This design comes from an exercise in tuning for small area, a short achievable clock period and few clock cycles per item on the open sky130 flow, not from production work.
Only simulation tests tie the RTL to the original design; equivalence was not proved.
The flow treats the clock pin as an ideal source. Dropping or thinning the clock tree relies on that and would not hold on a real chip.
Power figures rest on the tool's default switching activity, not on a simulated workload.

==> flow/design.v <==
`timescale 1ns / 1ps
module Packet_router(
input wire clk,
input wire rst,
input wire packet_valid,
input wire [19:0] Data_packet,
output wire Busy,
output wire port_valid_1,
output wire port_valid_2,
output wire port_valid_3,
output wire port_valid_4,
output wire [15:0] Packet_out_1,
output wire [15:0] Packet_out_2,
output wire [15:0] Packet_out_3,
output wire [15:0] Packet_out_4,
output wire out_valid
    );
reg        s1_valid;
reg [17:0] s1_data;
reg        s2_valid;
reg [3:0]  s2_port_valid;
reg [15:0] s2_payload;
always @(posedge clk or negedge rst) begin
    if (!rst) begin
        s1_valid <= 1'b0;
        s2_valid <= 1'b0;
    end else begin
        s1_valid <= packet_valid;
        s2_valid <= s1_valid;
    end
end
always @(posedge clk) begin
    s1_data    <= Data_packet[17:0];
    s2_port_valid <= 4'b0001 << s1_data[17:16];
    s2_payload <= s1_data[15:0];
end
assign Busy      = s1_valid;
assign out_valid = s2_valid;
assign port_valid_1 = s2_port_valid[0];
assign port_valid_2 = s2_port_valid[1];
assign port_valid_3 = s2_port_valid[2];
assign port_valid_4 = s2_port_valid[3];
assign Packet_out_1 = s2_payload;
assign Packet_out_2 = s2_payload;
assign Packet_out_3 = s2_payload;
assign Packet_out_4 = s2_payload;
endmodule
==> flow/config.mk <==
export PLATFORM = sky130hd
export DESIGN_NAME = Packet_router
export DESIGN_NICKNAME = Packet_router
export VERILOG_FILES = /design/flow/design.v
export SDC_FILE = /design/flow/constraint.sdc
export NUM_CORES = 4
export LEC_CHECK = 0
export CAP_MARGIN = 20
export CORE_AREA = 2.3 2.72 59.8 59.84
export DIE_AREA = 0 0 62.1 62.56
export SLEW_MARGIN = 20
==> flow/constraint.sdc <==
create_clock -name core_clock -period 5.0 [get_ports {clk}]
set_input_delay 1.0000 -clock core_clock [delete_from_list [all_inputs] [get_ports {clk}]]
set_output_delay 1.0000 -clock core_clock [all_outputs]
set_load 0.01 [all_outputs]
standard.sh (not shown) runs the stock make flow with config.mk's settings and CLKGATE_MAP_FILE= SYNTH_SCRIPT=/design/flow/synth_recipe.tcl, a recipe that flattens the netlist after the stock synthesis.
==> flow/flow/run.sh <==
#!/bin/bash
# Standard ORFS layout with two changes:
#  - every port is buffered by the smallest buffer (buf_1);
#  - after CTS, clock_tree.tcl rebuilds the clock tree as four clkbuf_4
#    driven straight from the clock port, one per quarter of the flip-flops.
# All tool output goes to flow.log; ORFS's per-step logs stay under orfs/logs.
set -euo pipefail
export CLKFIX_NBUF=4
export CLKFIX_CELL=sky130_fd_sc_hd__clkbuf_4
bash standard.sh \
  BUFFER_PORTS_ARGS="-buffer_cell sky130_fd_sc_hd__buf_1" \
  POST_CTS_TCL="$(pwd)/flow/clock_tree.tcl" \
  finish > flow.log 2>&1
==> flow/flow/clock_tree.tcl <==
# POST_CTS hook: replace the clock tree CTS built with CLKFIX_NBUF clock
# buffers (CLKFIX_CELL) that the clock port drives directly, each driving
# the flip-flops of one region of the core. Every flip-flop gets the same
# one-buffer clock path, so no register is skewed against the others.
set block [ord::get_db_block]
set db [ord::get_db]
set nbuf 1
if {[info exists ::env(CLKFIX_NBUF)]} { set nbuf $::env(CLKFIX_NBUF) }
set cell sky130_fd_sc_hd__clkbuf_16
if {[info exists ::env(CLKFIX_CELL)]} { set cell $::env(CLKFIX_CELL) }
set master [$db findMaster $cell]
set clk_net [[$block findBTerm clk] getNet]

# Walk the tree from the port: flip-flop clock pins are sinks, every
# buffer or inverter on the way (and CTS's dummy loads) goes.
set sinks {}
set doomed {}
set todo [list $clk_net]
while {[llength $todo]} {
  set net [lindex $todo 0]
  set todo [lrange $todo 1 end]
  foreach it [$net getITerms] {
    if {![$it isInputSignal] && [[$it getMTerm] getIoType] ne "INPUT"} { continue }
    set inst [$it getInst]
    set mname [[$inst getMaster] getName]
    if {[string match "*__df*" $mname]} {
      lappend sinks $it
    } elseif {[string match "*buf*" $mname] || [string match "*inv*" $mname]} {
      lappend doomed $inst
      foreach o [$inst getITerms] {
        if {[$o isOutputSignal] && [$o getNet] ne "NULL"} { lappend todo [$o getNet] }
      }
    } else {
      error "clock_tree.tcl: unexpected clock load $mname"
    }
  }
}
puts "clock_tree.tcl: [llength $sinks] sinks, removing [llength $doomed] tree cells"
foreach inst $doomed {
  set outs {}
  foreach o [$inst getITerms] {
    if {[$o isOutputSignal] && [$o getNet] ne "NULL"} { lappend outs [$o getNet] }
  }
  odb::dbInst_destroy $inst
  foreach n $outs { if {$n ne $clk_net} { odb::dbNet_destroy $n } }
}

# Split the sinks into nbuf groups by position (halves in x, then in y).
proc sink_xy {it} {
  set b [[$it getInst] getBBox]
  return [list [expr {([$b xMin] + [$b xMax]) / 2}] [expr {([$b yMin] + [$b yMax]) / 2}]]
}
proc split_groups {sinks n axis} {
  if {$n <= 1} { return [list $sinks] }
  set keyed {}
  foreach s $sinks { lappend keyed [list [lindex [sink_xy $s] $axis] $s] }
  set sorted {}
  foreach k [lsort -integer -index 0 $keyed] { lappend sorted [lindex $k 1] }
  set half [expr {[llength $sorted] / 2}]
  set n1 [expr {$n / 2}]
  set n2 [expr {$n - $n1}]
  set other [expr {1 - $axis}]
  return [concat [split_groups [lrange $sorted 0 [expr {$half - 1}]] $n1 $other] \
                 [split_groups [lrange $sorted $half end] $n2 $other]]
}
set groups [split_groups $sinks $nbuf 0]

set i 0
foreach g $groups {
  set net [odb::dbNet_create $block "clknet_fix_$i"]
  $net setSigType CLOCK
  set buf [odb::dbInst_create $block $master "clkbuf_fix_$i"]
  [$buf findITerm A] connect $clk_net
  [$buf findITerm X] connect $net
  set sx 0; set sy 0
  foreach it $g {
    $it disconnect
    $it connect $net
    lassign [sink_xy $it] x y
    incr sx $x; incr sy $y
  }
  set n [llength $g]
  $buf setLocation [expr {$sx / $n}] [expr {$sy / $n}]
  $buf setPlacementStatus PLACED
  puts "clock_tree.tcl: clkbuf_fix_$i ($cell) drives $n sinks"
  incr i
}
detailed_placement
check_placement -verbose
estimate_parasitics -placement
report_clock_skew
The first run finished with timing, DRC and antenna clean.
Testbench counts at the start, summed over its fixed seeds: cycles 3,216, items 3,200.
Change:
--- a/flow/flow/run.sh
+++ b/flow/flow/run.sh
@@ -4 +4 @@
-#  - after CTS, clock_tree.tcl rebuilds the clock tree as four clkbuf_4
+#  - after CTS, clock_tree.tcl rebuilds the clock tree as four clkbuf_8
@@ -9 +9 @@
-export CLKFIX_CELL=sky130_fd_sc_hd__clkbuf_4
+export CLKFIX_CELL=sky130_fd_sc_hd__clkbuf_8
Result:
- The new run passed the timing, design-rule and antenna checks
- hold slack is worse by 0.0072 ns
- fmax grows by a few percent
- first-iteration DRC count is higher by about a fifth
- total power came out higher by a little under a tenth
- cell count is unchanged
- combinational power is about the same
- sequential share of layout area came out lower by 1.2 points
No run of this note takes its clock network from TritonCTS; it comes from the design's own scripts or RTL.

port drivers added, routing unchanged:
In the flow no input, the clock included, has a driving cell. The finished layouts below were timed again as built, in two steps.
Step 1 (the two cells are an assumption about what drives the block):
set clk [get_ports {clk}]
set_driving_cell -lib_cell sky130_fd_sc_hd__clkbuf_16 $clk
set_driving_cell -lib_cell sky130_fd_sc_hd__buf_2 [delete_from_list [all_inputs] $clk]
Step 2, shift: input delay + t, output delay - t, t = (earliest + latest rising clock arrival at the registers) / 2. This alone moves slack from input paths to output paths.
Three values: ideal, step 1, step 2; two values: the first two.
| run | shift t [ns] | setup WS [ns] | worst hold slack (ns) | clock arrival spread, ns |
|---|---|---|---|---|
| the first run | 0.196 | 3.294 / 3.254 / 3.450 | 0.333 / 0.333 / 0.333 | 0.006 / 0.006 |
| the second run | 0.173 | 3.337 / 3.290 / 3.463 | 0.326 / 0.326 / 0.326 | 0.004 / 0.003 |
After both steps setup and hold are still met in every run listed.
